From an optimization exercise on the open Yosys and OpenROAD flow, aimed at small area; shortcuts taken in it are not production practice. Function was checked by simulation only, so behaviour that the tests miss may differ from the original. No driver is modelled on the clock port, so clocking that relies on it looks cheaper here than on a real chip. Power and IR drop assume default switching activity.

<file path="flow/run.sh">
#!/bin/bash
# synth_recipe.tcl (not shown) runs the flow's synth.tcl, then flattens the netlist and writes it again
# the make line also repeats each setting of config.mk as NAME=value (left out here)
make -C /OpenROAD-flow-scripts/flow DESIGN_CONFIG=/design/flow/config.mk WORK_HOME=/design/flow/orfs CLKGATE_MAP_FILE= SYNTH_SCRIPT=/design/flow/synth_recipe.tcl finish
</file>
<file path="flow/config.mk">
export PLATFORM = sky130hd
export DESIGN_NAME = LM35INO
export DESIGN_NICKNAME = LM35INO
export VERILOG_FILES = /design/flow/design.v
export SDC_FILE = /design/flow/constraint.sdc
export NUM_CORES = 4
export LEC_CHECK = 0
export CAP_MARGIN = 20
export CORE_MARGIN = 2
export CORE_UTILIZATION = 40
export SLEW_MARGIN = 20
</file>
<file path="flow/constraint.sdc">
create_clock -name core_clock -period 20.0 [get_ports {clk}]
set_input_delay 4.0000 -clock core_clock [delete_from_list [all_inputs] [get_ports {clk}]]
set_output_delay 4.0000 -clock core_clock [all_outputs]
set_load 0.01 [all_outputs]
</file>
<file path="flow/design.v">
module LM35INO(
	input clk,
	input rst,
	input ack,
	input [9:0] db,
	output reg [7:0] sseg,
	output reg[5:0] en
);
reg clk_input;
integer clk_input_cnt;
reg clk_sseg;
integer clk_sseg_cnt;
reg [9:0] data;
reg [1:0] sseg_flg;
function [7:0] mem;
	input [3:0] d;
	case(d)
		4'd0: mem = 8'b11000000;
		4'd1: mem = 8'b11111001;
		4'd2: mem = 8'b10100100;
		4'd3: mem = 8'b10110000;
		4'd4: mem = 8'b10011001;
		4'd5: mem = 8'b10010010;
		4'd6: mem = 8'b10000010;
		4'd7: mem = 8'b11111000;
		4'd8: mem = 8'b10000000;
		4'd9: mem = 8'b10010000;
		default: mem = 8'b11111111;
	endcase
endfunction
wire input_tick = (clk_input_cnt >= 25500) && !clk_input;
wire sseg_tick  = (clk_sseg_cnt >= 60000) && !clk_sseg;
always @(posedge clk)
begin
  if(rst)
	begin
	clk_input_cnt <= 0;
	clk_input <= 1'b0;
	end
  else if(clk_input_cnt >= 25500)
	begin
	clk_input_cnt <= 0;
	clk_input <= ~clk_input;
	end
  else
	clk_input_cnt <= clk_input_cnt + 1;
end
always @(posedge clk)
begin
  if(rst)
	begin
	clk_sseg_cnt <= 0;
	clk_sseg <= 1'b0;
	end
  else if(clk_sseg_cnt >= 60000)
	begin
	clk_sseg_cnt <= 0;
	clk_sseg <= ~clk_sseg;
	end
  else
	clk_sseg_cnt <= clk_sseg_cnt + 1;
end
always @(posedge clk)
begin
	if(rst)
		data <= 10'd0;
	else if(input_tick && ack == 1)
		begin
			data <= db;
		end
end
always @(posedge clk)
begin
	if(rst)
		begin
			sseg <= 8'b11000000;
			en <= 6'b111111;
			sseg_flg <= 2'b00;
		end
	else if(sseg_tick)
		begin
			case(sseg_flg)
				0: begin sseg <= mem((data % 10)); en <= 6'b111110; end
				1: begin sseg <= mem(((data / 10) % 10)) & 8'b01111111; en <= 6'b111101; end
				2: begin sseg <= mem(((data / 100) % 10)); en <= 6'b111011; end
				default: ;
			endcase
			if(sseg_flg + 2'b01 == 2'b11)
				sseg_flg <= 2'b00;
			else
				sseg_flg <= sseg_flg + 2'b01;
		end
end
endmodule
</file>
==> run_results.csv, run 1 <==
group,metric,value,unit
hold_path,hold_start,"en[2]",
place,io_buffers,23,
cells_and_area,layout_commonest_cell,"nor2_1",
clock_network,clock_sinks,88,
clock_network,cts_made_buffers,9,
clock_network,h-tree-depth,3,
job,maxCapViolCount,0,
clock_network,cts_tree,"yes",
detailed_routing,routed_via_density,5.67,
global_route,grt_pass1_vias,6594,
power_and_ir_drop,ir_drop,0.0530,mV
power_and_ir_drop,p_leak,0.00301,µW
global_route,grt_max_degree,33,
synthesis,synth_area,7610,µm²
synthesis,synthArstFlopShare,0,%
sta,tns,0,ps
synthesis,yosys.area_share.xor_xnor,9.06,%
worst_setup_path,required,20280,ps
synthesis,yosys.cell_types.count,96,
detailed_routing,drc,0,
detailed_routing,post_drt_wl_per_cell,14.6,µm
synthesis,ys.flop_type,"dfxtp_1",
sta,fin_crit,9220,ps
clock_network,cts_buffer_depth,2,
power_and_ir_drop,power_density,43.0,nW/µm²
global_route,antenna_found_initial,0,
sta,hold_viol,0,
synthesis,synth_seq_cells,88,
die,coreArea,18700,µm²
detailed_routing,num_vias,7133,
worst_setup_path,critPathMaxStageDelay,790,ps
cells_and_area,final_core_util,43.9,%
place,gp_congestion,0.901,
clock_network,cts_resized,0,
cells_and_area,n_antenna_cell,0,
synthesis,yosys_warnings,1,
clock_network,hold_buffers,0,
cells_and_area,fin_nets,1072,
synthesis,synth_compound_area_share,24.1,%
cells_and_area,final_cell_mix,"nor2_1, dfxtp_1, nand2_1",
detailed_routing,dr.pass1.iters,5,
synthesis,yosys-mux-area-fraction,3.72,%
synthesis,synth_edf_count,0,
sta,holdWs,468,ps
clock_network,cts_setup_buffers,0,
sta,tightest_slew,1060,ps
worst_setup_path,r2r-start,"data[7]",
synthesis,ys_seq_area_share,23.1,%
place,placedCellCount,1245,
sta,setup_viol,0,
worst_setup_path,crit_path_end_kind,"flip-flop",
detailed_routing,ant_nets,0,
clock_network,cts.clk_slew.worst_paths,60,ps
detailed_routing,routed_wirelength,18.4,mm
place,dp_hpwl,13.4,mm
clock_network,cts-root-buf,"clkbuf_16",
die,dieArea,20100,µm²
sta,report.final.slew_viol_count,0,
worst_setup_path,cp-startpoint,"data[7]",
sta,fin_crit_sh,46.1,%
outcome,status,"timing/DRC/antenna clean",
synthesis,synthAdderAreaFrac,6.35,%
die,die_y,142,µm
worst_setup_path,start_kind,"flip-flop",
die,initial_core_util,40.7,%
die,placementRows,50,
sta,slew_headroom,28.7,%
synthesis,syn_inst,1035,
global_route,grtUsageTotal,18.6,%
sta,fmax,0.108,GHz
die,io_pins,27,
hold_path,hp-class,"flip-flop to flip-flop",
die,die-width,142,µm
sta,final.setup_skew,4.12,ps
worst_setup_path,crit_arrival,9500,ps
synthesis,synth_top_family_by_area,"simple AND/OR/NAND/NOR gates",
sta,rsz0062_at_grt,"false",
worst_setup_path,slowest_stage,"a32oi_2",
global_route,overflow,0,
worst_setup_path,critPathMaxFanout,23,
worst_setup_path,critical_path_class,"flip-flop to flip-flop",
synthesis,synth_simple_gate_area_share,27.7,%
global_route,grt_pass1_wl,31.5,mm
cells_and_area,area_growth,7.87,%
clock_network,insertion_delay,330,ps
detailed_routing,dr.first_iter.drc_count,598,
synthesis,synth_area_per_cell,7.35,µm²
cells_and_area,layoutNonFillerInstCount,1259,
cells_and_area,drive_above_1_share,6.73,%
==> worst max-delay path: cells and delay by family, from the launching register on <==
| kind | cells | cell delay, ps |
|---|---|---|
| muxes | 2 | 380 |
| and+or+nand+nor | 9 | 1780 |
| AOI/OAI and AO/OA | 15 | 3860 |
| xor gates and xnor gates | 2 | 760 |
| DFF | 1 | 760 |
| buffers and inverters | 5 | 720 |
| adders and majority gates | 3 | 870 |
==> path summary, 6_finish.rpt <==
path                                end  slack [ps]  depth (start not counted)
worst max-delay path            sseg[3]       10780                         36
worst min-delay path              en[2]         470                          1
worst max register to register  sseg[3]       10780                         36
worst min register to register    en[2]         470                          1
==> sequential cells by signal, indices dropped and copies added, names as in the netlist <==
signal,cells
data,10
clk_input,1
clk_input_cnt,32
clk_sseg_cnt,32
sseg,7
en,3
sseg_flg,2
clk_sseg,1
==> per-layer routing <==
metal / wire (µm) / vias up / part of all wire (%) / track usage (%)
met1: 8880 / 3260 / 48 / 25.3
met4: 370 / 0 / 2.0 / 6.26
li1: - / 3643 / - / -
met5: 0 / - / 0 / 0
met2: 8240 / 195 / 45 / 30.1
met3: 944 / 35 / 5.1 / 2.86
==> cell type report <==
cell class | count | area, µm²
flip-flops and latches | 88 | 1760
inverters | 47 | 176
well taps | 234 | 293
clock inverters | 3 | 42.5
multi-input cells | 847 | 5410
fillers | 1893 | 10500
clock buffers | 11 | 253
repair buffers | 29 | 275
==> synthesized netlist by cell type, types with 5 or more instances <==
cell | instances | share of area, %
nand3_1 | 45 | 3.0
buf_2 | 12 | 0.79
or2_2 | 6 | 0.49
dfxtp_1 | 88 | 23
inv_2 | 6 | 0.30
o2111ai_1 | 6 | 0.69
and3_1 | 16 | 1.3
nor4_1 | 13 | 1.1
a31oi_1 | 12 | 0.99
and2_1 | 16 | 1.3
nand4_1 | 16 | 1.3
clkbuf_1 | 30 | 1.5
nor2_1 | 163 | 8.0
o211ai_1 | 8 | 0.79
xnor2_1 | 39 | 4.5
ha_1 | 37 | 6.1
xor2_1 | 36 | 4.1
o21ai_0 | 53 | 3.5
inv_1 | 37 | 1.8
a211oi_1 | 7 | 0.69
o21ai_1 | 7 | 0.46
buf_4 | 7 | 0.69
a21o_1 | 15 | 1.5
mux2i_1 | 22 | 2.9
nand2b_1 | 10 | 0.82
or3_1 | 14 | 1.2
a211o_1 | 7 | 0.81
nor2b_1 | 8 | 0.66
nand2_1 | 84 | 4.1
nand3b_1 | 5 | 0.49
nor3_1 | 19 | 1.2
a21oi_1 | 79 | 5.2
==> stage by stage <==
| stage | power [µW] | setup WS [ps] | cell area (µm²) |
|---|---|---|---|
| after detailed placement | 190 | 10880 | 7920 |
| after floorplan | 187 | 12600 | 7620 |
| after global routing | 367 | 9810 | 8210 |
| after global placement | 190 | 11080 | 7920 |
| final | 353 | 10780 | 8210 |
| after CTS | 360 | 10840 | 8210 |
==> cells by family after synthesis <==
family          count (synthesis)
mux                            26
other cells                     1
simple gates                  436
compound gates                266
buf+inv                       102
xor+xnor                       77
flops                          88
fa+ha+maj                      39
==> power by group <==
| part | internal, µW | switching (µW) | total (µW) |
|---|---|---|---|
| Clock | 102 | 65.3 | 167 |
| Combinational | 3.56 | 4.90 | 8.47 |
| Sequential | 176 | 1.20 | 178 |
==> inputs of run 2 (changes only) <==
==> flow/design.v (replaced) <==
module LM35INO(
	input clk,
	input rst,
	input ack,
	input [9:0] db,
	output [7:0] sseg,
	output [5:0] en
);
reg [14:0] ca;
reg ta;
wire ca_end = (ca & 15'd11007) == 15'd10922;
wire ca_clr = rst | ca_end;
always @(posedge clk) begin
	ca <= ca_clr ? 15'd630 : {~ca[13:0], ca[14] ^ ca[0]};
	ta <= ~rst & (ta ^ ca_end);
end
wire input_tick = ca_end & ~ta;
reg [15:0] cb;
reg tb;
wire cb_end = (cb & 16'd22527) == 16'd746;
wire cb_clr = rst | cb_end;
always @(posedge clk) begin
	cb <= cb_clr ? 16'd48720 : {~cb[14:0], ~(cb[15] ^ cb[6])};
	tb <= ~rst & (tb ^ cb_end);
end
wire sseg_tick = cb_end & ~tb;
reg [9:0] data;
always @(posedge clk)
	if (rst) data <= 10'd0;
	else if (input_tick & ack) data <= db;
function [3:0] st5;
	input [2:0] r;
	input b;
	reg [3:0] v;
	begin
		v = {r, b};
		st5[3] = (v >= 4'd5);
		st5[2:0] = (v >= 4'd5) ? v - 4'd5 : v;
	end
endfunction
reg [2:0] r1, r2;
reg [6:0] q1;
reg [3:0] q2, t;
integer i;
always @* begin
	r1 = {1'b0, data[9], data[8]};
	for (i = 7; i >= 1; i = i - 1) begin
		t = st5(r1, data[i]);
		q1[i-1] = t[3];
		r1 = t[2:0];
	end
	r2 = {1'b0, q1[6], q1[5]};
	q2[3:2] = 2'b00;
	for (i = 4; i >= 1; i = i - 1) begin
		t = st5(r2, q1[i]);
		q2[i-1] = t[3];
		r2 = t[2:0];
	end
end
wire [3:0] ones = {r1, data[0]};
wire [3:0] tens = {r2, q1[0]};
wire [3:0] hund = (q2 == 4'd10) ? 4'd0 : q2;
reg [1:0] pos;
reg [3:0] digit;
wire [1:0] pos_nx = (pos == 2'd3) ? 2'd1 : pos + 2'd1;
always @(posedge clk) begin
	if (rst) begin
		pos <= 2'd0;
		digit <= 4'd0;
	end else if (sseg_tick) begin
		pos <= pos_nx;
		digit <= (pos_nx == 2'd1) ? ones : (pos_nx == 2'd2) ? tens : hund;
	end
end
wire [15:0] seg_t0 = 16'b1111110000010010;
wire [15:0] seg_t1 = 16'b1111110001100000;
wire [15:0] seg_t2 = 16'b1111110000000100;
wire [15:0] seg_t3 = 16'b1111110010010010;
wire [15:0] seg_t4 = 16'b1111111010111010;
wire [15:0] seg_t5 = 16'b1111110010001110;
wire [15:0] seg_t6 = 16'b1111110010000011;
wire [6:0] seg_d = {seg_t6[digit], seg_t5[digit], seg_t4[digit], seg_t3[digit], seg_t2[digit], seg_t1[digit], seg_t0[digit]};
assign en = {3'b111, pos != 2'd3, pos != 2'd2, pos != 2'd1};
assign sseg = {pos != 2'd2, seg_d};
endmodule
==> run_results.csv, run 2 <==
group,metric,value,unit
synthesis,synth.cells.most_frequent,"nand2_1, dfxtp_1, nor2_1",
sta,fin_crit,8420,ps
place,dp_hpwl,5.09,mm
sta,final.setup_skew,5.99,ps
sta,fmax,0.119,GHz
hold_path,hp-class,"flip-flop to flip-flop",
worst_setup_path,critical_path_class,"flip-flop to flip-flop",
worst_setup_path,reg2reg_depth,40,
cells_and_area,largest_reg_flops,16,
synthesis,synth_area_leaders,"dfxtp_1, ha_1, nand2_1",
detailed_routing,routed_via_density,5.15,
cells_and_area,area_growth,10.8,%
detailed_routing,dr_wl_met2,2.85,mm
synthesis,yosys.cell_types.count,79,
clock_network,cts_tree,"yes",
cells_and_area,reg_top3,"cb x16, ca x15, data x10",
global_route,grtUsageTotal,15.6,%
synthesis,yosys.cell_count.top_type,"nand2_1",
cells_and_area,fin_nets,458,
synthesis,yosys.area_share.xor_xnor,2.91,%
synthesis,synth_simple_gate_area_share,24.5,%
sta,holdWs,371,ps
synthesis,synth_top_area_share,29.3,%
clock_network,cts_buffer_depth,2,
clock_network,cts.clk_slew.worst_paths,90,ps
detailed_routing,ant_nets,0,
synthesis,synth_top_family_by_area,"simple AND/OR/NAND/NOR gates",
synthesis,synth_top_cell_by_area,"dfxtp_1",
synthesis,synth_area_per_cell,8.45,µm²
power_and_ir_drop,clkPwrFrac,34.2,%
synthesis,synthAdderAreaFrac,12.3,%
worst_setup_path,critPathMaxStageDelay,470,ps
global_route,grt_max_degree,34,
die,initial_core_util,41.0,%
worst_setup_path,path_common_cell,"ha_1",
worst_setup_path,rr_endpoint,"digit[1]",
worst_setup_path,crit_arrival,8620,ps
cells_and_area,layout_commonest_cell,"nand2_1",
power_and_ir_drop,p_leak,0.00138,µW
place,io_buffers,23,
die,die-width,95.6,µm
detailed_routing,dr.pass1.iters,4,
worst_setup_path,crit_path_end_kind,"flip-flop",
synthesis,synth_compound_area_share,22.4,%
detailed_routing,dr.first_iter.drc_count,123,
power_and_ir_drop,seqPwrFrac,61.8,%
clock_network,clock_sinks,49,
die,placementRows,33,
synthesis,synth_area,3350,µm²
clock_network,cts_resized,0,
global_route,overflow,0,
detailed_routing,highest_layer,"met4",
detailed_routing,num_vias,2666,
die,io_pins,27,
cells_and_area,regMostFlops,"cb",
die,dieArea,9130,µm²
worst_setup_path,required,20190,ps
outcome,status,"timing/DRC/antenna clean",
sta,tightest_slew,653,ps
cells_and_area,drive_above_1_share,9.93,%
synthesis,ys_seq_area_share,29.3,%
worst_setup_path,start_kind,"flip-flop",
sta,hold_viol,0,
clock_network,cts_setup_buffers,0,
cells_and_area,final_cell_mix,"nand2_1, dfxtp_1, nor2_1",
worst_setup_path,r2r_setup_slack,11580,ps
synthesis,syn_inst,397,
power_and_ir_drop,swShare,22.3,%
sta,rsz0062_at_grt,"false",
global_route,grt_pass1_wl,11.5,mm
synthesis,synth_seq_cells,49,
global_route,grt_pass1_vias,2548,
clock_network,h-tree-depth,2,
power_and_ir_drop,power_frac_comb,4.0,%
job,maxCapViolCount,0,
synthesis,yosys-mux-area-fraction,2.35,%
power_and_ir_drop,ir_drop,0.0526,mV
worst_setup_path,r2r-start,"data[7]",
clock_network,cts_made_buffers,5,
worst_setup_path,slowest_stage,"dfxtp_1",
synthesis,synth_edf_count,0,
worst_setup_path,cp-endpoint,"digit[1]",
detailed_routing,wl_met3,197,µm
cells_and_area,n_antenna_cell,0,
sta,slew_headroom,56.2,%
detailed_routing,wl_met1,3.33,mm
clock_network,insertion_delay,300,ps
sta,setup_viol,0,
detailed_routing,drc,0,
power_and_ir_drop,power.internal,130,µW
clock_network,cts-root-buf,"clkbuf_8",
die,coreArea,8180,µm²
synthesis,yosys_warnings,1,
sta,report.final.slew_viol_count,0,
clock_network,hold_buffers,0,
power_and_ir_drop,power.switching,37.2,µW
place,gp_congestion,0.876,
detailed_routing,post_drt_wl_per_cell,12.5,µm
sta,fin_crit_sh,42.1,%
worst_setup_path,critPathMaxFanout,8,
detailed_routing,routed_wirelength,6.45,mm
synthesis,ys.flop_type,"dfxtp_1",
die,die_y,95.6,µm
sta,tns,0,ps
power_and_ir_drop,power_density,44.9,nW/µm²
synthesis,synthArstFlopShare,0,%
worst_setup_path,cp-startpoint,"data[7]",
global_route,antenna_found_initial,0,
==> run 2: cell types whose count changed in the layout (fill, tap and decap cells not counted), moves of 15 or more <==
cell | previous run | this run
nor2_1 | 163 | 46
a21oi_1 | 79 | 18
nand3_1 | 45 | 5
dfxtp_1 | 88 | 49
nand2_1 | 84 | 50
o21ai_0 | 53 | 19
xnor2_1 | 39 | 5
xor2_1 | 36 | 3
mux2i_1 | 22 | 3
nor3_1 | 19 | 2
and3_1 | 16 | 1
==> run 2: worst max-delay path, delay by kind of cell, from the launching register on <==
kind                     cells  cell delay (ps)
AND/OR/NAND/NOR             13             2460
flip-flops                   1              470
multiplexers                 1              310
XOR/XNOR                     2              500
AO/OA/AOI/OAI               14             2490
buffers and inverters        3              290
adder cells (fa/ha/maj)      7             1760
==> run 2: layout make-up <==
| cell class | instances | area, µm² |
|---|---|---|
| Sequential cell | 49 | 981 |
| Inverter | 28 | 105 |
| Clock inverter | 2 | 15.0 |
| Tap cell | 105 | 131 |
| Clock buffer | 6 | 72.6 |
| Multi-Input combinational cell | 304 | 2170 |
| Timing Repair Buffer | 24 | 238 |
| Fill cell | 817 | 4460 |
==> run 2: how the worst min path moves through the flow <==
| stage | from | endpoint | slack [ps] | cells after the start |
|---|---|---|---|---|
| 2_1_floorplan | ca[8] | ca[9] | 340 | 1 |
| 3_3_place_gp | cb[11] | cb[12] | 350 | 1 |
| 3_5_place_dp | cb[11] | cb[12] | 360 | 1 |
| 4_1_cts | cb[11] | cb[12] | 380 | 1 |
| 5_1_grt | cb[11] | cb[12] | 390 | 1 |
| 6_report | cb[11] | cb[12] | 370 | 1 |
==> run 2: routing by layer <==
layer | GRT usage [%] | vias up
met3 | 2.53 | 6
li1 | - | 1405
met1 | 21.0 | 1215
met4 | 4.17 | 0
met5 | 0 | -
met2 | 25.9 | 40
==> run 2: logic make-up (layout without fill, tap and decap cells) <==
family	count (synthesis)	count (layout)
flip-flops	49	49
other	1	3
adder cells (fa/ha/maj)	33	33
multiplexers	7	7
XOR/XNOR	9	9
AO/OA/AOI/OAI	90	90
buffers and inverters	46	60
AND/OR/NAND/NOR	162	162
==> run 2: power groups by stage <==
stage	registers [µW]	logic (µW)	clock network, µW
after floorplan	105	4.06	0
after detailed placement	105	6.82	0
after global placement	105	6.75	0
final	103	6.75	57.1
after global routing	104	7.56	62.7
after CTS	103	6.85	59.3
==> run 2: per-stage QoR <==
stage | instances | worst slack, ps | area [µm²] | total power [µW] | utilization, %
after floorplan | 399 | 12490 | 3360 | 109 | -
final | 518 | 11580 | 3710 | 167 | 45.4
after global routing | 518 | 10730 | 3710 | 174 | 45.4
after CTS | 518 | 11590 | 3710 | 169 | 45.4
after global placement | 510 | 12090 | 3630 | 112 | 44.4
after detailed placement | 510 | 11680 | 3630 | 112 | 44.4
==> inputs of run 3 (changes only) <==
--- a/flow/config.mk
+++ b/flow/config.mk
@@ -5,6 +5,7 @@
 export SDC_FILE = /design/flow/constraint.sdc
 export NUM_CORES = 4
 export LEC_CHECK = 0
+export ABC_AREA = 1
 export CAP_MARGIN = 20
 export CORE_MARGIN = 2
 export CORE_UTILIZATION = 40
==> run_results.csv, run 3 <==
group,metric,value,unit
hold_path,min_delay_path_depth,1,
global_route,grt_pass1_wl,9.66,mm
sta,fmax,0.147,GHz
global_route,overflow,0,
detailed_routing,routed_via_density,4.61,
worst_setup_path,start_kind,"flip-flop",
synthesis,yosys.cell_count.top_type,"nand2_1",
global_route,grtUsageTotal,13.9,%
cells_and_area,fin_nets,460,
worst_setup_path,cp-startpoint,"data[8]",
worst_setup_path,r2r-start,"data[8]",
worst_setup_path,critical_path_class,"flip-flop to flip-flop",
sta,fin_crit,6800,ps
synthesis,synth_top_area_share,33.3,%
place,pre_cts_slack,13200,ps
synthesis,synthArstFlopShare,0,%
worst_setup_path,crit_family,"simple AND/OR/NAND/NOR gates",
synthesis,yosys.cell_types.count,34,
cells_and_area,regMostFlops,"cb",
die,coreArea,7210,µm²
cells_and_area,reg_top3,"cb x16, ca x15, data x10",
cells_and_area,layoutNonFillerInstCount,514,
die,dieArea,8080,µm²
synthesis,ys.flop_type,"dfxtp_1",
outcome,status,"timing/DRC/antenna clean",
worst_setup_path,cp.depth,51,
sta,tightest_slew,520,ps
global_route,grt_pass1_vias,2289,
cells_and_area,layout_commonest_cell,"nand2_1",
worst_setup_path,crit_buf_inv,11,
clock_network,cts-root-buf,"clkbuf_8",
detailed_routing,post_drt_wl_per_cell,10.3,µm
die,die-width,89.9,µm
clock_network,insertion_delay,300,ps
cells_and_area,largest_reg_flops,16,
sta,fin_crit_sh,34.0,%
synthesis,synth.cells.most_frequent,"nand2_1, inv_1, dfxtp_1",
sta,final.setup_skew,6.55,ps
cells_and_area,drive_above_1_share,13.0,%
power_and_ir_drop,p_leak,0.00160,µW
clock_network,hold_buffers,0,
hold_path,hold_start,"cb[11]",
sta,tns,0,ps
cells_and_area,final_core_util,46.5,%
detailed_routing,num_vias,2369,
place,dp_hpwl,4.21,mm
synthesis,ys_seq_area_share,33.3,%
sta,report.final.slew_viol_count,0,
clock_network,cts_tree,"yes",
clock_network,cts_resized,0,
synthesis,synth_area,2950,µm²
synthesis,synth_area_leaders,"dfxtp_1, ha_1, nand2_1",
worst_setup_path,slowest_stage,"dfxtp_1",
global_route,antenna_found_initial,0,
synthesis,synth_seq_cells,49,
synthesis,synth_area_per_cell,7.54,µm²
clock_network,h-tree-depth,2,
detailed_routing,dr.pass1.iters,4,
die,placementRows,31,
detailed_routing,ant_nets,0,
sta,rsz0062_at_grt,"false",
global_route,grt_max_degree,20,
cells_and_area,area_growth,13.9,%
hold_path,hp-class,"flip-flop to flip-flop",
worst_setup_path,reg2reg_depth,51,
detailed_routing,dr.first_iter.drc_count,92,
worst_setup_path,required,20240,ps
die,die_y,89.9,µm
worst_setup_path,critPathMaxFanout,6,
worst_setup_path,crit_path_end_kind,"flip-flop",
power_and_ir_drop,ir_drop,0.0515,mV
clock_network,cts_buffer_depth,2,
place,placedCellCount,506,
clock_network,clock_sinks,49,
worst_setup_path,crit_arrival,7030,ps
place,gp_congestion,0.798,
sta,fin_ws,13200,ps
sta,hold_viol,0,
detailed_routing,drc,0,
synthesis,synth_edf_count,0,
job,maxCapViolCount,0,
clock_network,cts_made_buffers,5,
sta,setup_viol,0,
die,io_pins,27,
detailed_routing,routed_wirelength,5.27,mm
power_and_ir_drop,power_density,51.4,nW/µm²
cells_and_area,n_antenna_cell,0,
place,io_buffers,23,
sta,slew_headroom,65.2,%
die,initial_core_util,40.9,%
synthesis,yosys_warnings,1,
synthesis,syn_inst,391,
cells_and_area,final_cell_mix,"nand2_1, inv_1, dfxtp_1",
clock_network,cts_setup_buffers,0,
clock_network,cts.clk_slew.worst_paths,90,ps
worst_setup_path,critPathMaxStageDelay,340,ps
synthesis,synth_top_cell_by_area,"dfxtp_1",
==> run 3: cell types whose count changed after synthesis, moves of 10 or more <==
cell,previous run,this run
nand2_1,50,77
inv_1,26,51
nand3_1,5,29
nand2_2,0,13
nand2b_1,11,0
nor2_1,46,35
nor2b_1,10,0
==> run 3: final cells by class <==
type                            count  area (µm²)
Fill cell                         745        3860
Multi-Input combinational cell    282        1720
Sequential cell                    49         981
Timing Repair Buffer               23         230
Inverter                           53         199
Tap cell                           99         124
Clock buffer                        6        82.6
Clock inverter                      2        17.5
==> run 3: worst paths after layout <==
check | to | slack (ps)
max reg2reg | digit[2] | 13200
min | cb[12] | 380
min reg2reg | cb[12] | 380
max | digit[2] | 13200
==> run 3: layer usage <==
| metal | track usage (%) | wire length (µm) | vias up | share of wire, % |
|---|---|---|---|---|
| met3 | 2.51 | 140 | 5 | 2.7 |
| met1 | 18.9 | 2750 | 1060 | 52 |
| li1 | - | - | 1280 | - |
| met2 | 22.7 | 2320 | 24 | 44 |
| met4 | 4.23 | 62 | 0 | 1.2 |
| met5 | 0 | 0 | - | 0 |
==> run 3: cell families (layout without fill, tap and decap cells) <==
| group | Yosys count | count (layout) | synth area share, % |
|---|---|---|---|
| fa+ha+maj | 33 | 33 | 14.0 |
| xor+xnor | 5 | 5 | 1.49 |
| other cells | 1 | 3 | 0.127 |
| buf+inv | 62 | 84 | 8.53 |
| flops | 49 | 49 | 33.3 |
| simple gates | 189 | 189 | 32.7 |
| compound gates | 52 | 52 | 9.93 |
==> run 3: stage by stage <==
step	hold slack [ps]	total power [µW]	instance area, µm²
2_1_floorplan	352	109	2960
6_report	381	173	3360
3_3_place_gp	355	112	3260
3_5_place_dp	363	113	3260
5_1_grt	405	181	3360
4_1_cts	386	175	3360
==> run 3: power breakdown <==
group / switching [µW] / internal, µW
combinational: 3.51 / 3.59
clock: 33.8 / 28.7
sequential: 1.84 / 101
==> inputs of run 4 (changes only) <==
==> flow/flow/run.sh (new file) <==
#!/bin/bash
# The standard layout (standard.sh) with these changes:
#  - synthesis is synth_recipe.tcl unchanged except that ABC maps the logic with
#    flow/abc.script (area-oriented, no buffering or upsizing) and Yosys does not
#    extract half/full adders before ABC (ADDER_MAP_FILE empty);
#  - the port buffers are the smallest buffer cell;
#  - CTS uses clkbuf_4 and adds no dummy clock loads.
# Each tool's output goes to the ORFS logs; make's own output to standard.log.
set -euo pipefail
W=$(pwd)
sed 's#log_cmd abc {\*}\$abc_args#log_cmd abc {*}[lreplace $abc_args 1 1 '"$W"'/flow/abc.script]#' \
    "$FLOW_HOME/scripts/synth.tcl" > my_synth_body.tcl
grep -q "flow/abc.script" my_synth_body.tcl
sed "s#source \$::env(SCRIPTS_DIR)/synth.tcl#source $W/my_synth_body.tcl#" synth_recipe.tcl > my_synth.tcl
grep -q "my_synth_body.tcl" my_synth.tcl
sed -e "s#SYNTH_SCRIPT=[^ ]*#SYNTH_SCRIPT=$W/my_synth.tcl#" \
    -e "s#CLKGATE_MAP_FILE= #CLKGATE_MAP_FILE= ADDER_MAP_FILE= #" standard.sh > my_standard.sh
grep -q "my_synth.tcl" my_standard.sh
grep -q "ADDER_MAP_FILE= " my_standard.sh
export BUFFER_PORTS_ARGS="-buffer_cell sky130_fd_sc_hd__buf_1"
export CTS_ARGS="-sink_clustering_enable -repair_clock_nets -dont_use_dummy_load -buf_list {sky130_fd_sc_hd__clkbuf_4 sky130_fd_sc_hd__clkbuf_8}"
bash my_standard.sh > standard.log 2>&1
==> flow/flow/abc.script (new file) <==
strash
&get -n
&deepsyn -T 60
&put
dch
amap
topo
stime -c
==> flow/standard.sh (new file) <==
#!/bin/bash
# synth_recipe.tcl (not shown) runs the flow's synth.tcl, then flattens the netlist and writes it again
# the make line also repeats each setting of config.mk as NAME=value (left out here)
make -C /OpenROAD-flow-scripts/flow DESIGN_CONFIG=/design/flow/config.mk WORK_HOME=/design/flow/orfs CLKGATE_MAP_FILE= SYNTH_SCRIPT=/design/flow/synth_recipe.tcl "${@:-finish}"
removed: flow/run.sh
==> run_results.csv, run 4 <==
group,metric,value,unit
global_route,grtUsageTotal,14.8,%
place,dp_hpwl,3.12,mm
clock_network,cts_resized,0,
worst_setup_path,path_common_cell,"nor2_1",
worst_setup_path,critPathMaxFanout,6,
cells_and_area,final_cell_mix,"nor2_1, dfxtp_1, clkinv_1",
sta,fin_crit_sh,28.6,%
sta,report.final.slew_viol_count,0,
clock_network,cts_made_buffers,5,
cells_and_area,fin_nets,309,
synthesis,synth_top_area_share,47.4,%
worst_setup_path,slowest_stage,"dfxtp_1",
worst_setup_path,rr_endpoint,"digit[1]",
place,io_buffers,23,
job,maxCapViolCount,0,
synthesis,synthArstFlopShare,0,%
global_route,grt_pass1_vias,1766,
clock_network,hold_buffers,0,
cells_and_area,drive_above_1_share,1.70,%
sta,setup_viol,0,
worst_setup_path,r2r_setup_slack,14290,ps
detailed_routing,dr.first_iter.drc_count,76,
clock_network,clock_sinks,49,
sta,rsz0062_at_grt,"false",
worst_setup_path,crit_arrival,5870,ps
global_route,grt_max_degree,16,
global_route,antenna_found_initial,0,
power_and_ir_drop,power.switching,32.4,µW
die,die_y,76.0,µm
worst_setup_path,required,20160,ps
worst_setup_path,start_kind,"flip-flop",
clock_network,cts-root-buf,"clkbuf_8",
synthesis,synth_area,2070,µm²
clock_network,cts_buffer_depth,2,
sta,fmax,0.175,GHz
cells_and_area,reg_top3,"cb x16, ca x15, data x10",
place,placedCellCount,359,
sta,tns,0,ps
worst_setup_path,critPathMaxStageDelay,340,ps
synthesis,synth.cells.most_frequent,"nor2_1, dfxtp_1, clkinv_1",
detailed_routing,routed_via_density,4.97,
die,io_pins,27,
sta,fin_crit,5710,ps
die,die-width,76.0,µm
place,gp_congestion,0.804,
clock_network,h-tree-depth,2,
hold_path,min_delay_path_depth,1,
clock_network,cts_setup_buffers,0,
detailed_routing,ant_nets,0,
sta,slew_headroom,57.6,%
clock_network,insertion_delay,290,ps
synthesis,synth_area_leaders,"dfxtp_1, nor2_1, o221a_1",
worst_setup_path,r2r-start,"data[9]",
clock_network,cts_tree,"yes",
cells_and_area,layout_commonest_cell,"nor2_1",
cells_and_area,n_antenna_cell,0,
hold_path,hp-class,"flip-flop to flip-flop",
sta,holdWs,363,ps
sta,tightest_slew,636,ps
synthesis,ys_seq_area_share,47.4,%
power_and_ir_drop,power.internal,125,µW
worst_setup_path,critical_path_class,"flip-flop to flip-flop",
hold_path,whs_endpoint,"cb[12]",
detailed_routing,routed_wirelength,3.97,mm
power_and_ir_drop,total_power,158,µW
synthesis,yosys_warnings,1,
detailed_routing,post_drt_wl_per_cell,10.9,µm
global_route,overflow,0,
outcome,status,"timing/DRC/antenna clean",
synthesis,yosys.cell_types.count,28,
die,initial_core_util,41.1,%
cells_and_area,layoutNonFillerInstCount,364,
global_route,grt_pass1_wl,7.23,mm
synthesis,ys.flop_type,"dfxtp_1",
power_and_ir_drop,p_leak,0.000835,µW
synthesis,synth_edf_count,0,
power_and_ir_drop,clkPwrFrac,31.7,%
synthesis,synth_area_per_cell,7.70,µm²
detailed_routing,drc,0,
power_and_ir_drop,ir_drop,0.0427,mV
sta,final.setup_skew,17.1,ps
die,coreArea,5040,µm²
power_and_ir_drop,swShare,20.5,%
cells_and_area,regMostFlops,"cb",
worst_setup_path,crit_path_end_kind,"flip-flop",
synthesis,syn_inst,269,
die,dieArea,5770,µm²
detailed_routing,num_vias,1808,
worst_setup_path,reg2reg_depth,33,
synthesis,synth_top_cell_by_area,"dfxtp_1",
synthesis,synth_seq_cells,49,
sta,hold_viol,0,
power_and_ir_drop,power_density,69.1,nW/µm²
power_and_ir_drop,power_frac_comb,3.1,%
hold_path,hold_start,"cb[11]",
cells_and_area,largest_reg_flops,16,
detailed_routing,dr.pass1.iters,4,
cells_and_area,area_growth,10.3,%
clock_network,cts.clk_slew.worst_paths,90,ps
die,placementRows,26,
power_and_ir_drop,seqPwrFrac,65.2,%
synthesis,yosys.cell_count.top_type,"nor2_1",
-- run 4: logic make-up after synthesis --
family | synth area share [%]
compound gates | 21.0
buf+inv | 7.07
flops | 47.4
other cells | 0.181
simple gates | 24.4
-- run 4: power by group through the flow --
stage               Clock [µW]  Sequential, µW  Combinational, µW
finish                    50.1             103               4.87
detailed placement           0             105               5.01
floorplan                    0             105               3.33
global placement             0             105               4.85
global route              56.2             103               5.72
CTS                       53.0             103               5.01
-- run 4: cell type report --
| cell class | count | area [µm²] |
|---|---|---|
| Sequential cell | 49 | 981 |
| Inverter | 29 | 109 |
| Multi-Input combinational cell | 188 | 951 |
| Tap cell | 70 | 87.6 |
| Clock buffer | 5 | 68.8 |
| Fill cell | 504 | 2760 |
| Timing Repair Buffer | 23 | 86.3 |
-- run 4: routing by layer --
metal | vias to the layer above | share of wire (%) | track usage, %
li1 | 967 | - | -
met5 | - | 0 | 0
met1 | 814 | 50 | 18.5
met4 | 0 | 0.91 | 4.18
met2 | 23 | 47 | 26.0
met3 | 4 | 2.8 | 2.74
-- run 4: metrics by stage --
step | instance area (µm²) | util, % | setup WS, ps
floorplan | 2080 | - | 14910
global placement | 2210 | 43.9 | 14450
detailed placement | 2210 | 43.9 | 14340
CTS | 2280 | 45.3 | 14290
global route | 2280 | 45.3 | 13490
finish | 2280 | 45.3 | 14290
-- run 4: worst max-delay path: cells and delay by family, from the launching register on --
| family | cells | cell delay (ps) |
|---|---|---|
| AND/OR/NAND/NOR | 19 | 2800 |
| buffers and inverters | 1 | 90 |
| flip-flops | 1 | 340 |
| AO/OA/AOI/OAI | 13 | 2330 |
-- run 4: how the worst max path moves through the flow --
stage | start | to | cells past startpoint
after global routing | data[9] | digit[1] | 33
after floorplan | digit[1] | sseg[4] | 4
after global placement | data[9] | digit[1] | 33
after detailed placement | data[9] | digit[1] | 33
after CTS | data[9] | digit[1] | 33
final | data[9] | digit[1] | 33
==> inputs of run 5 (changes only) <==
--- a/flow/flow/run.sh
+++ b/flow/flow/run.sh
@@ -4,7 +4,7 @@
 #    flow/abc.script (area-oriented, no buffering or upsizing) and Yosys does not
 #    extract half/full adders before ABC (ADDER_MAP_FILE empty);
 #  - the port buffers are the smallest buffer cell;
-#  - CTS uses clkbuf_4 and adds no dummy clock loads.
+#  - CTS uses clkbuf_4 or clkbuf_8 and adds no dummy clock loads.
 # Each tool's output goes to the ORFS logs; make's own output to standard.log.
 set -euo pipefail
 W=$(pwd)
==> run_results.csv, run 5 <==
group,metric,value,unit
die,coreArea,5040,µm²
clock_network,cts_resized,0,
global_route,grt_max_degree,16,
cells_and_area,fin_nets,309,
worst_setup_path,required,20160,ps
power_and_ir_drop,ir_drop,0.0427,mV
synthesis,synthArstFlopShare,0,%
hold_path,hold_start,"cb[11]",
outcome,status,"timing/DRC/antenna clean",
die,die_y,76.0,µm
place,io_buffers,23,
synthesis,synth_top_cell_by_area,"dfxtp_1",
clock_network,cts_buffer_depth,2,
global_route,grt_pass1_vias,1766,
cells_and_area,regMostFlops,"cb",
worst_setup_path,crit_family,"simple AND/OR/NAND/NOR gates",
worst_setup_path,r2r-start,"data[9]",
synthesis,ys.flop_type,"dfxtp_1",
worst_setup_path,critPathMaxFanout,6,
power_and_ir_drop,total_power,158,µW
die,placementRows,26,
synthesis,ys_seq_area_share,47.4,%
global_route,overflow,0,
sta,hold_viol,0,
sta,report.final.slew_viol_count,0,
synthesis,synth_seq_cells,49,
sta,tightest_slew,636,ps
cells_and_area,n_antenna_cell,0,
synthesis,synth.cells.most_frequent,"nor2_1, dfxtp_1, clkinv_1",
place,dp_hpwl,3.12,mm
worst_setup_path,crit_arrival,5870,ps
sta,final.setup_skew,17.1,ps
worst_setup_path,path_common_cell,"nor2_1",
hold_path,hp-class,"flip-flop to flip-flop",
sta,fmax,0.175,GHz
cells_and_area,layout_commonest_cell,"nor2_1",
worst_setup_path,reg2reg_depth,33,
cells_and_area,drive_above_1_share,1.70,%
worst_setup_path,critical_path_class,"flip-flop to flip-flop",
power_and_ir_drop,p_leak,0.000835,µW
clock_network,cts.clk_slew.worst_paths,90,ps
global_route,grt_pass1_wl,7.23,mm
die,initial_core_util,41.1,%
detailed_routing,ant_nets,0,
synthesis,yosys.cell_count.top_type,"nor2_1",
sta,fin_crit,5710,ps
detailed_routing,post_drt_wl_per_cell,10.9,µm
sta,rsz0062_at_grt,"false",
worst_setup_path,critPathMaxStageDelay,340,ps
cells_and_area,largest_reg_flops,16,
detailed_routing,dr.first_iter.drc_count,76,
synthesis,synth_area_per_cell,7.70,µm²
cells_and_area,final_cell_mix,"nor2_1, dfxtp_1, clkinv_1",
synthesis,yosys.cell_types.count,28,
synthesis,yosys_warnings,1,
cells_and_area,area_growth,10.3,%
sta,fin_ws,14290,ps
cells_and_area,multiInputGateArea,951,µm²
synthesis,syn_inst,269,
clock_network,cts-root-buf,"clkbuf_8",
die,die-width,76.0,µm
detailed_routing,dr.pass1.iters,4,
detailed_routing,routed_via_density,4.97,
clock_network,h-tree-depth,2,
worst_setup_path,crit_buf_inv,1,
synthesis,synth_top_area_share,47.4,%
cells_and_area,reg_top3,"cb x16, ca x15, data x10",
worst_setup_path,start_kind,"flip-flop",
clock_network,cts_setup_buffers,0,
clock_network,hold_buffers,0,
sta,slew_headroom,57.6,%
place,dpl_cell_area,2210,µm²
synthesis,synth_area_leaders,"dfxtp_1, nor2_1, o221a_1",
sta,holdWs,363,ps
sta,tns,0,ps
clock_network,cts_made_buffers,5,
job,maxCapViolCount,0,
detailed_routing,num_vias,1808,
global_route,grtUsageTotal,14.8,%
die,io_pins,27,
synthesis,synth_edf_count,0,
detailed_routing,routed_wirelength,3.97,mm
synthesis,synth_area,2070,µm²
worst_setup_path,r2r_setup_slack,14290,ps
clock_network,insertion_delay,290,ps
hold_path,whs_endpoint,"cb[12]",
worst_setup_path,crit_path_end_kind,"flip-flop",
hold_path,min_delay_path_depth,1,
sta,fin_crit_sh,28.6,%
die,dieArea,5770,µm²
place,gp_congestion,0.804,
global_route,antenna_found_initial,0,
cells_and_area,fillers,504,
sta,setup_viol,0,
power_and_ir_drop,power_density,69.1,nW/µm²
place,pre_cts_slack,14340,ps
cells_and_area,final_area,2280,µm²
clock_network,clock_sinks,49,
cells_and_area,regArea,981,µm²
worst_setup_path,slowest_stage,"dfxtp_1",
detailed_routing,drc,0,
clock_network,cts_tree,"yes",
worst_setup_path,rr_endpoint,"digit[1]",
## run 5: cell counts after synthesis
Identical to the previous run, type by type.
## run 5: area by class of cell
cell class,count,share of cell area [%]
Sequential cell,49,43.0
Timing Repair Buffer,23,3.78
Multi-Input combinational cell,188,41.6
Tap cell,70,3.84
Inverter,29,4.77
Clock buffer,5,3.01
## run 5: how the worst max path moves through the flow
| stage | from | slack (ps) | depth (start not counted) | to |
|---|---|---|---|---|
| floorplan | digit[1] | 14910 | 4 | sseg[4] |
| CTS | data[9] | 14290 | 33 | digit[1] |
| global placement | data[9] | 14450 | 33 | digit[1] |
| global route | data[9] | 13490 | 33 | digit[1] |
| detailed placement | data[9] | 14340 | 33 | digit[1] |
| finish | data[9] | 14290 | 33 | digit[1] |
## run 5: cell families after synthesis
group / count (synthesis) / share of synthesized area [%]
compound gates: 64 / 21.0
simple gates: 121 / 24.4
buf+inv: 34 / 7.07
other cells: 1 / 0.181
flops: 49 / 47.4
## run 5: per-layer routing
| layer | up-vias | share of wire [%] | track usage, % |
|---|---|---|---|
| met4 | 0 | 0.91 | 4.18 |
| met2 | 23 | 47 | 26.0 |
| li1 | 967 | - | - |
| met3 | 4 | 2.8 | 2.74 |
| met1 | 814 | 50 | 18.5 |
| met5 | - | 0 | 0 |
## run 5: metrics by stage
step,std cells,util [%]
after CTS,364,45.3
final,364,45.3
after global routing,364,45.3
after floorplan,271,-
after global placement,359,43.9
after detailed placement,359,43.9
## run 5: where the power goes
group	switching [µW]	leakage, µW	internal, µW
sequential	1.72	0.000403	101
combinational	3.14	0.000396	1.73
clock	27.5	0.0000359	22.6
total	32.4	0.000835	125
==> inputs of run 6 (changes only) <==
--- a/flow/flow/run.sh
+++ b/flow/flow/run.sh
@@ -4,7 +4,8 @@
 #    flow/abc.script (area-oriented, no buffering or upsizing) and Yosys does not
 #    extract half/full adders before ABC (ADDER_MAP_FILE empty);
 #  - the port buffers are the smallest buffer cell;
-#  - CTS uses clkbuf_4 or clkbuf_8 and adds no dummy clock loads.
+#  - CTS uses clkbuf_4 and adds no dummy clock loads; flow/cts_post.tcl then makes
+#    any clock buffer driving more than 12 flip-flops a clkbuf_8.
 # Each tool's output goes to the ORFS logs; make's own output to standard.log.
 set -euo pipefail
 W=$(pwd)
@@ -18,5 +19,6 @@
 grep -q "my_synth.tcl" my_standard.sh
 grep -q "ADDER_MAP_FILE= " my_standard.sh
 export BUFFER_PORTS_ARGS="-buffer_cell sky130_fd_sc_hd__buf_1"
-export CTS_ARGS="-sink_clustering_enable -repair_clock_nets -dont_use_dummy_load -buf_list {sky130_fd_sc_hd__clkbuf_4 sky130_fd_sc_hd__clkbuf_8}"
+export CTS_ARGS="-sink_clustering_enable -repair_clock_nets -dont_use_dummy_load -buf_list {sky130_fd_sc_hd__clkbuf_4}"
+export POST_CTS_TCL="$W/flow/cts_post.tcl"
 bash my_standard.sh > standard.log 2>&1
==> flow/flow/cts_post.tcl (new file) <==
# Run by ORFS at the end of its CTS step (POST_CTS_TCL): a clock buffer that drives
# more than 12 flip-flops is made a clkbuf_8, so that clock-pin slews stay low;
# the cells are then legalized again.
estimate_parasitics -placement
foreach inst [get_cells clkbuf_*] {
  set out [get_pins -of_objects $inst -filter "direction==output"]
  set n [llength [get_pins -of_objects [get_nets -of_objects $out] -filter "direction==input"]]
  if { $n > 12 } {
    puts "cts_post: [get_full_name $inst] drives $n pins, now sky130_fd_sc_hd__clkbuf_8"
    replace_cell $inst sky130_fd_sc_hd__clkbuf_8
  }
}
detailed_placement
check_placement -verbose
estimate_parasitics -placement
==> run_results.csv, run 6 <==
group,metric,value,unit
synthesis,ys.flop_type,"dfxtp_1",
hold_path,hp-class,"flip-flop to flip-flop",
clock_network,clock_sinks,49,
synthesis,synth_area_leaders,"dfxtp_1, nor2_1, o221a_1",
place,pre_cts_slack,14340,ps
global_route,grt_pass1_wl,7.23,mm
power_and_ir_drop,power.switching,31.5,µW
cells_and_area,regMostFlops,"cb",
worst_setup_path,crit_path_end_kind,"flip-flop",
worst_setup_path,critical_path_class,"flip-flop to flip-flop",
worst_setup_path,crit_arrival,5890,ps
global_route,antenna_found_initial,0,
detailed_routing,ant_nets,0,
clock_network,cts.clk_slew.worst_paths,120,ps
sta,tns,0,ps
synthesis,yosys_warnings,1,
sta,slew_headroom,58.2,%
worst_setup_path,rr_endpoint,"digit[1]",
worst_setup_path,path_common_cell,"nor2_1",
global_route,grt_pass1_vias,1763,
global_route,overflow,0,
detailed_routing,dr.first_iter.drc_count,70,
synthesis,synth_seq_cells,49,
sta,fin_crit_sh,28.4,%
die,die_y,76.0,µm
die,coreArea,5040,µm²
sta,tightest_slew,628,ps
power_and_ir_drop,swShare,21.2,%
detailed_routing,routed_wirelength,3.96,mm
sta,report.final.slew_viol_count,0,
synthesis,synthArstFlopShare,0,%
outcome,status,"timing/DRC/antenna clean",
die,die-width,76.0,µm
place,placedCellCount,359,
cells_and_area,fillers,503,
die,placementRows,26,
global_route,grt_max_degree,16,
clock_network,cts_tree,"yes",
clock_network,insertion_delay,340,ps
cells_and_area,layoutNonFillerInstCount,364,
worst_setup_path,critPathMaxStageDelay,340,ps
detailed_routing,routed_via_density,4.95,
synthesis,synth_edf_count,0,
worst_setup_path,required,20220,ps
worst_setup_path,cp-startpoint,"data[9]",
sta,rsz0062_at_grt,"false",
worst_setup_path,cp-endpoint,"digit[1]",
detailed_routing,dr.pass1.iters,4,
cells_and_area,largest_reg_flops,16,
sta,fin_ws,14330,ps
synthesis,ys_seq_area_share,47.4,%
worst_setup_path,start_kind,"flip-flop",
sta,setup_viol,0,
worst_setup_path,critPathMaxFanout,6,
global_route,grtUsageTotal,14.8,%
power_and_ir_drop,clkPwrFrac,27.4,%
synthesis,yosys.cell_types.count,28,
worst_setup_path,slowest_stage,"dfxtp_1",
cells_and_area,area_growth,9.06,%
worst_setup_path,r2r_setup_slack,14330,ps
detailed_routing,drc,0,
power_and_ir_drop,seqPwrFrac,69.4,%
cells_and_area,layout_commonest_cell,"nor2_1",
detailed_routing,post_drt_wl_per_cell,10.9,µm
synthesis,synth_top_cell_by_area,"dfxtp_1",
synthesis,synth_area,2070,µm²
synthesis,synth_area_per_cell,7.70,µm²
synthesis,synth.cells.most_frequent,"nor2_1, dfxtp_1, clkinv_1",
cells_and_area,drive_above_1_share,1.70,%
sta,hold_viol,0,
worst_setup_path,r2r-start,"data[9]",
cells_and_area,n_antenna_cell,0,
sta,final.setup_skew,27.4,ps
power_and_ir_drop,power_frac_comb,3.3,%
synthesis,syn_inst,269,
synthesis,yosys.cell_count.top_type,"nor2_1",
synthesis,synth_top_area_share,47.4,%
power_and_ir_drop,p_leak,0.000825,µW
place,dp_hpwl,3.12,mm
worst_setup_path,reg2reg_depth,33,
cells_and_area,reg_top3,"cb x16, ca x15, data x10",
detailed_routing,num_vias,1803,
cells_and_area,final_cell_mix,"nor2_1, dfxtp_1, clkinv_1",
power_and_ir_drop,power.internal,117,µW
die,io_pins,27,
place,io_buffers,23,
power_and_ir_drop,power_density,65.7,nW/µm²
cells_and_area,fin_nets,309,
sta,fmax,0.176,GHz
die,initial_core_util,41.1,%
sta,fin_crit,5670,ps
power_and_ir_drop,ir_drop,0.0394,mV
place,gp_congestion,0.804,
die,dieArea,5770,µm²
job,maxCapViolCount,0,
## run 6: layer usage
layer | routed length, µm | track usage, % | part of all wire [%] | vias to the layer above
met1 | 1950 | 18.4 | 49 | 811
met5 | 0 | 0 | 0 | -
met4 | 21 | 4.73 | 0.53 | 0
li1 | - | - | - | 973
met3 | 97 | 2.74 | 2.4 | 2
met2 | 1890 | 26.0 | 48 | 17
## run 6: how the worst min path moves through the flow
stage,startpoint,to,slack [ps],cells past startpoint
after global routing,ca[8],ca[9],400,1
final,cb[11],cb[12],370,1
after detailed placement,ca[8],ca[9],360,1
after floorplan,ca[8],ca[9],340,1
after global placement,cb[11],cb[12],350,1
## run 6: logic make-up (layout without fill, tap and decap cells)
family / after synthesis / after routing / synth area share (%)
buffers and inverters: 34 / 57 / 7.07
AO/OA/AOI/OAI: 64 / 64 / 21.0
AND/OR/NAND/NOR: 121 / 121 / 24.4
other: 1 / 3 / 0.181
flip-flops: 49 / 49 / 47.4
## run 6: cell type report
class | count | area, µm² | share of cell area [%]
clock buffers | 5 | 43.8 | 1.94
inverters | 29 | 109 | 4.82
multi-input cells | 188 | 951 | 42.1
flip-flops and latches | 49 | 981 | 43.4
well taps | 70 | 87.6 | 3.88
repair buffers | 23 | 86.3 | 3.82
## run 6: critical path: cells and delay by family (launching register included)
| kind | cells | cell delay, ps |
|---|---|---|
| AOI/OAI and AO/OA | 13 | 2330 |
| buffers and inverters | 1 | 90 |
| DFF | 1 | 340 |
| and+or+nand+nor | 19 | 2810 |
## run 6: metrics by stage
step	power (µW)	hold WS [ps]	area [µm²]	util, %
after global placement	110	353	2210	43.9
final	148	368	2260	44.8
after floorplan	108	343	2080	-
after detailed placement	110	360	2210	43.9
after global routing	156	396	2260	44.8
## run 6: power by group through the flow
stage	Combinational (µW)	Sequential, µW	Clock [µW]
finish	4.86	103	40.6
global route	5.73	103	46.5
detailed placement	5.01	105	0
global placement	4.85	105	0
floorplan	3.33	105	0
==> inputs of run 7 (changes only) <==
--- a/flow/design.v
+++ b/flow/design.v
@@ -72,13 +72,13 @@
 		digit <= (pos_nx == 2'd1) ? ones : (pos_nx == 2'd2) ? tens : hund;
 	end
 end
-wire [15:0] seg_t0 = 16'b1111110000010010;
-wire [15:0] seg_t1 = 16'b1111110001100000;
-wire [15:0] seg_t2 = 16'b1111110000000100;
-wire [15:0] seg_t3 = 16'b1111110010010010;
-wire [15:0] seg_t4 = 16'b1111111010111010;
-wire [15:0] seg_t5 = 16'b1111110010001110;
-wire [15:0] seg_t6 = 16'b1111110010000011;
+wire [15:0] seg_t0 = 16'b0000000000010010;
+wire [15:0] seg_t1 = 16'b0110000001100000;
+wire [15:0] seg_t2 = 16'b0000010000000100;
+wire [15:0] seg_t3 = 16'b0000000010010010;
+wire [15:0] seg_t4 = 16'b1011111010111010;
+wire [15:0] seg_t5 = 16'b0000000010001110;
+wire [15:0] seg_t6 = 16'b0000000010000011;
 wire [6:0] seg_d = {seg_t6[digit], seg_t5[digit], seg_t4[digit], seg_t3[digit], seg_t2[digit], seg_t1[digit], seg_t0[digit]};
 assign en = {3'b111, pos != 2'd3, pos != 2'd2, pos != 2'd1};
 assign sseg = {pos != 2'd2, seg_d};
--- a/flow/flow/run.sh
+++ b/flow/flow/run.sh
@@ -1,17 +1,19 @@
 #!/bin/bash
 # The standard layout (standard.sh) with these changes:
 #  - synthesis is synth_recipe.tcl unchanged except that ABC maps the logic with
-#    flow/abc.script (area-oriented, no buffering or upsizing) and Yosys does not
-#    extract half/full adders before ABC (ADDER_MAP_FILE empty);
+#    flow/abc_best.tcl (area-oriented scripts, no buffering or upsizing, best of
+#    three seeds) and Yosys does not extract half/full adders before ABC
+#    (ADDER_MAP_FILE empty);
 #  - the port buffers are the smallest buffer cell;
 #  - CTS uses clkbuf_4 and adds no dummy clock loads; flow/cts_post.tcl then makes
 #    any clock buffer driving more than 12 flip-flops a clkbuf_8.
 # Each tool's output goes to the ORFS logs; make's own output to standard.log.
 set -euo pipefail
 W=$(pwd)
-sed 's#log_cmd abc {\*}\$abc_args#log_cmd abc {*}[lreplace $abc_args 1 1 '"$W"'/flow/abc.script]#' \
+export FLOW_FLOWDIR="$W/flow"
+sed 's#log_cmd abc {\*}\$abc_args#source '"$W"'/flow/abc_best.tcl#' \
     "$FLOW_HOME/scripts/synth.tcl" > my_synth_body.tcl
-grep -q "flow/abc.script" my_synth_body.tcl
+grep -q "flow/abc_best.tcl" my_synth_body.tcl
 sed "s#source \$::env(SCRIPTS_DIR)/synth.tcl#source $W/my_synth_body.tcl#" synth_recipe.tcl > my_synth.tcl
 grep -q "my_synth_body.tcl" my_synth.tcl
 sed -e "s#SYNTH_SCRIPT=[^ ]*#SYNTH_SCRIPT=$W/my_synth.tcl#" \
==> flow/flow/abc_best.tcl (new file) <==
# Sourced by the synthesis in place of its single ABC call: maps the logic with each
# flow/abc_s*.script (the same area script with different random seeds for &deepsyn)
# and keeps the result with the smallest cell area.
set my_best ""
design -save my_pre_abc
foreach my_script [lsort [glob $::env(FLOW_FLOWDIR)/abc_s*.script]] {
  design -load my_pre_abc
  log_cmd abc {*}[lreplace $abc_args 1 1 $my_script]
  set my_stat [tee -q -s result.string stat {*}$lib_args]
  if { ![regexp {Chip area for module[^:]*:\s*([0-9.eE+]+)} $my_stat -> my_area] } {
    error "no area for $my_script"
  }
  puts "abc_best: $my_script gives area $my_area"
  if { $my_best eq "" || $my_area < $my_best } {
    set my_best $my_area
    design -save my_best_abc
  }
}
design -load my_best_abc
puts "abc_best: kept area $my_best"
==> flow/flow/abc_s0.script (new file) <==
strash
&get -n
&deepsyn -T 60 -S 0
&put
dch
amap
topo
stime -c
==> flow/flow/abc_s1.script (new file) <==
strash
&get -n
&deepsyn -T 60 -S 1
&put
dch
amap
topo
stime -c
==> flow/flow/abc_s2.script (new file) <==
strash
&get -n
&deepsyn -T 60 -S 2
&put
dch
amap
topo
stime -c
removed: flow/flow/abc.script
==> run_results.csv, run 7 <==
group,metric,value,unit
worst_setup_path,r2r-start,"data[9]",
synthesis,ys.flop_type,"dfxtp_1",
hold_path,hp-class,"flip-flop to flip-flop",
sta,tns,0,ps
worst_setup_path,path_common_cell,"nor2_1",
global_route,grt_max_degree,16,
detailed_routing,routed_via_density,4.97,
cells_and_area,regArea,981,µm²
worst_setup_path,rr_endpoint,"digit[1]",
job,maxCapViolCount,0,
synthesis,synth_top_area_share,47.8,%
sta,setup_viol,0,
cells_and_area,layout_commonest_cell,"nor2_1",
clock_network,insertion_delay,350,ps
detailed_routing,dr.first_iter.drc_count,70,
synthesis,synth_seq_cells,49,
sta,slew_headroom,61.5,%
synthesis,synth_top_cell_by_area,"dfxtp_1",
synthesis,syn_inst,263,
synthesis,yosys.cell_types.count,30,
synthesis,synth_edf_count,0,
worst_setup_path,crit_arrival,5990,ps
cells_and_area,final_cell_mix,"nor2_1, dfxtp_1, clkinv_1",
synthesis,synthArstFlopShare,0,%
hold_path,hold_start,"ca[8]",
cells_and_area,reg_top3,"cb x16, ca x15, data x10",
hold_path,min_delay_path_depth,1,
clock_network,cts.clk_slew.worst_paths,110,ps
cells_and_area,drive_above_1_share,1.74,%
detailed_routing,num_vias,1781,
detailed_routing,routed_wirelength,3.78,mm
sta,fmax,0.173,GHz
worst_setup_path,critical_path_class,"flip-flop to flip-flop",
synthesis,synth_area_per_cell,7.80,µm²
sta,fin_ws,14220,ps
clock_network,clock_sinks,49,
sta,rsz0062_at_grt,"false",
cells_and_area,fin_nets,303,
worst_setup_path,crit_path_end_kind,"flip-flop",
cells_and_area,area_growth,9.46,%
detailed_routing,drc,0,
outcome,status,"timing/DRC/antenna clean",
die,die_y,75.6,µm
global_route,grt_pass1_vias,1508,
worst_setup_path,start_kind,"flip-flop",
place,dp_hpwl,2.97,mm
place,io_buffers,23,
sta,holdWs,376,ps
cells_and_area,fillers,523,
synthesis,synth_area_leaders,"dfxtp_1, nor2_1, o221a_1",
worst_setup_path,slowest_stage,"dfxtp_1",
power_and_ir_drop,p_leak,0.000830,µW
cells_and_area,multiInputGateArea,931,µm²
detailed_routing,ant_nets,0,
global_route,overflow,0,
sta,fin_crit,5780,ps
place,pre_cts_slack,14340,ps
global_route,grtUsageTotal,14.8,%
die,coreArea,5040,µm²
detailed_routing,post_drt_wl_per_cell,10.6,µm
synthesis,yosys_warnings,1,
place,placedCellCount,353,
sta,tightest_slew,572,ps
global_route,antenna_found_initial,0,
sta,report.final.slew_viol_count,0,
cells_and_area,largest_reg_flops,16,
power_and_ir_drop,total_power,151,µW
synthesis,ys_seq_area_share,47.8,%
die,placementRows,26,
die,dieArea,5720,µm²
sta,fin_crit_sh,28.9,%
detailed_routing,dr.pass1.iters,4,
die,initial_core_util,40.7,%
cells_and_area,regMostFlops,"cb",
synthesis,synth.cells.most_frequent,"nor2_1, dfxtp_1, clkinv_1",
power_and_ir_drop,ir_drop,0.0529,mV
sta,final.setup_skew,29.9,ps
cells_and_area,layoutNonFillerInstCount,358,
sta,hold_viol,0,
power_and_ir_drop,power_density,67.2,nW/µm²
die,io_pins,27,
worst_setup_path,required,20210,ps
clock_network,cts_tree,"yes",
place,gp_congestion,0.792,
synthesis,yosys.cell_count.top_type,"nor2_1",
die,die-width,75.6,µm
worst_setup_path,reg2reg_depth,33,
worst_setup_path,r2r_setup_slack,14220,ps
synthesis,synth_area,2050,µm²
worst_setup_path,critPathMaxStageDelay,370,ps
hold_path,whs_endpoint,"ca[9]",
worst_setup_path,critPathMaxFanout,7,
cells_and_area,n_antenna_cell,0,
global_route,grt_pass1_wl,6.42,mm
==> run 7: cell types whose count changed in the layout (fill, tap and decap cells not counted), sizes merged, moves of 2 or more <==
cell,previous run,this run
nor3,2,4
nand2,27,24
o21ai,11,7
a21oi,18,20
a211oi,7,5
or3,2,0
or2,2,0
==> run 7: layer usage <==
layer | vias up | routed length, µm | GRT usage (%) | part of all wire, %
met4 | 0 | 69 | 5.85 | 1.8
met2 | 22 | 1710 | 23.3 | 45
met5 | - | 0 | 0 | 0
met1 | 798 | 1890 | 19.8 | 50
li1 | 956 | - | - | -
met3 | 5 | 110 | 3.57 | 2.9
==> run 7: area by class of cell <==
class	instances	share of cell area (%)
flip-flops and latches	49	43.7
well taps	70	3.90
repair buffers	23	3.85
multi-input cells	182	41.5
inverters	29	4.85
clock buffers	5	2.23
==> run 7: cells by family (layout without fill, tap and decap cells) <==
kind of cell / Yosys count / after routing / share of synthesized area, %
buf+inv: 34 / 57 / 7.14
compound gates: 63 / 63 / 21.5
other cells: 1 / 3 / 0.183
flops: 49 / 49 / 47.8
simple gates: 116 / 116 / 23.3
==> run 7: stage by stage <==
step	util (%)	instance area [µm²]
2_1_floorplan	-	2060
3_3_place_gp	43.5	2190
3_5_place_dp	43.5	2190
5_1_grt	44.5	2240
6_report	44.5	2240
==> run 7: critical path: cells and delay by family, from the launching register on <==
family	cells	cell delay (ps)
simple gates	19	2820
compound gates	13	2350
flops	1	370
buf+inv	1	100
==> run 7: worst max path at each step <==
stage,start,endpoint,slack (ps),depth (start not counted)
after floorplan,digit[1],sseg[0],14550,5
after global placement,data[9],digit[1],14440,33
after detailed placement,data[9],digit[1],14340,33
after global routing,data[9],digit[1],13300,32
final,data[9],digit[1],14220,33
==> run 7: power by group <==
group          internal [µW]  leakage (µW)  switching (µW)  total (µW)
Sequential               101      0.000403            1.72         103
Clock                   16.1     0.0000282            27.1        43.2
Combinational           1.76      0.000399            3.15        4.91
Total                    119      0.000830            31.9         151

[static timing again, ports no longer ideal]
In the flow no input, the clock included, has a driving cell. The finished layouts below were timed again as built, in two steps. Step 1 (the two cells are an assumption about what drives the block):
set clk [get_ports {clk}]
set_driving_cell -lib_cell sky130_fd_sc_hd__clkbuf_16 $clk
set_driving_cell -lib_cell sky130_fd_sc_hd__buf_2 [delete_from_list [all_inputs] $clk]
Step 2 also shifts input and output timing later by t, the mid clock arrival at the registers, as if the neighbouring blocks saw the same clock. a / b / c = ideal ports / drivers / drivers and shift; a / b = the first two.
| run | t (ns) | setup WS [ns] | clock arrival spread, ns | slew at the worst register clock pin (ns) | worst data-port slew with drivers (ns) |
|---|---|---|---|---|---|
| run 1 | 0.366 | 10.779 / 10.779 / 10.779 | 0.004 / 0.004 | 0.06 / 0.06 | 0.03 |
| run 2 | 0.324 | 11.576 / 11.576 / 11.576 | 0.006 / 0.006 | 0.09 / 0.09 | 0.03 |
| run 3 | 0.326 | 13.204 / 13.204 / 13.204 | 0.007 / 0.006 | 0.09 / 0.09 | 0.03 |
| run 4 | 0.308 | 14.290 / 14.290 / 14.290 | 0.017 / 0.017 | 0.09 / 0.09 | 0.03 |
| run 5 | 0.308 | 14.290 / 14.290 / 14.290 | 0.017 / 0.017 | 0.09 / 0.09 | 0.03 |
| run 6 | 0.350 | 14.330 / 14.330 / 14.330 | 0.028 / 0.027 | 0.12 / 0.12 | 0.03 |
| run 7 | 0.359 | 14.218 / 14.218 / 14.218 | 0.030 / 0.030 | 0.11 / 0.11 | 0.04 |
After both steps setup and hold are still met in every run listed.
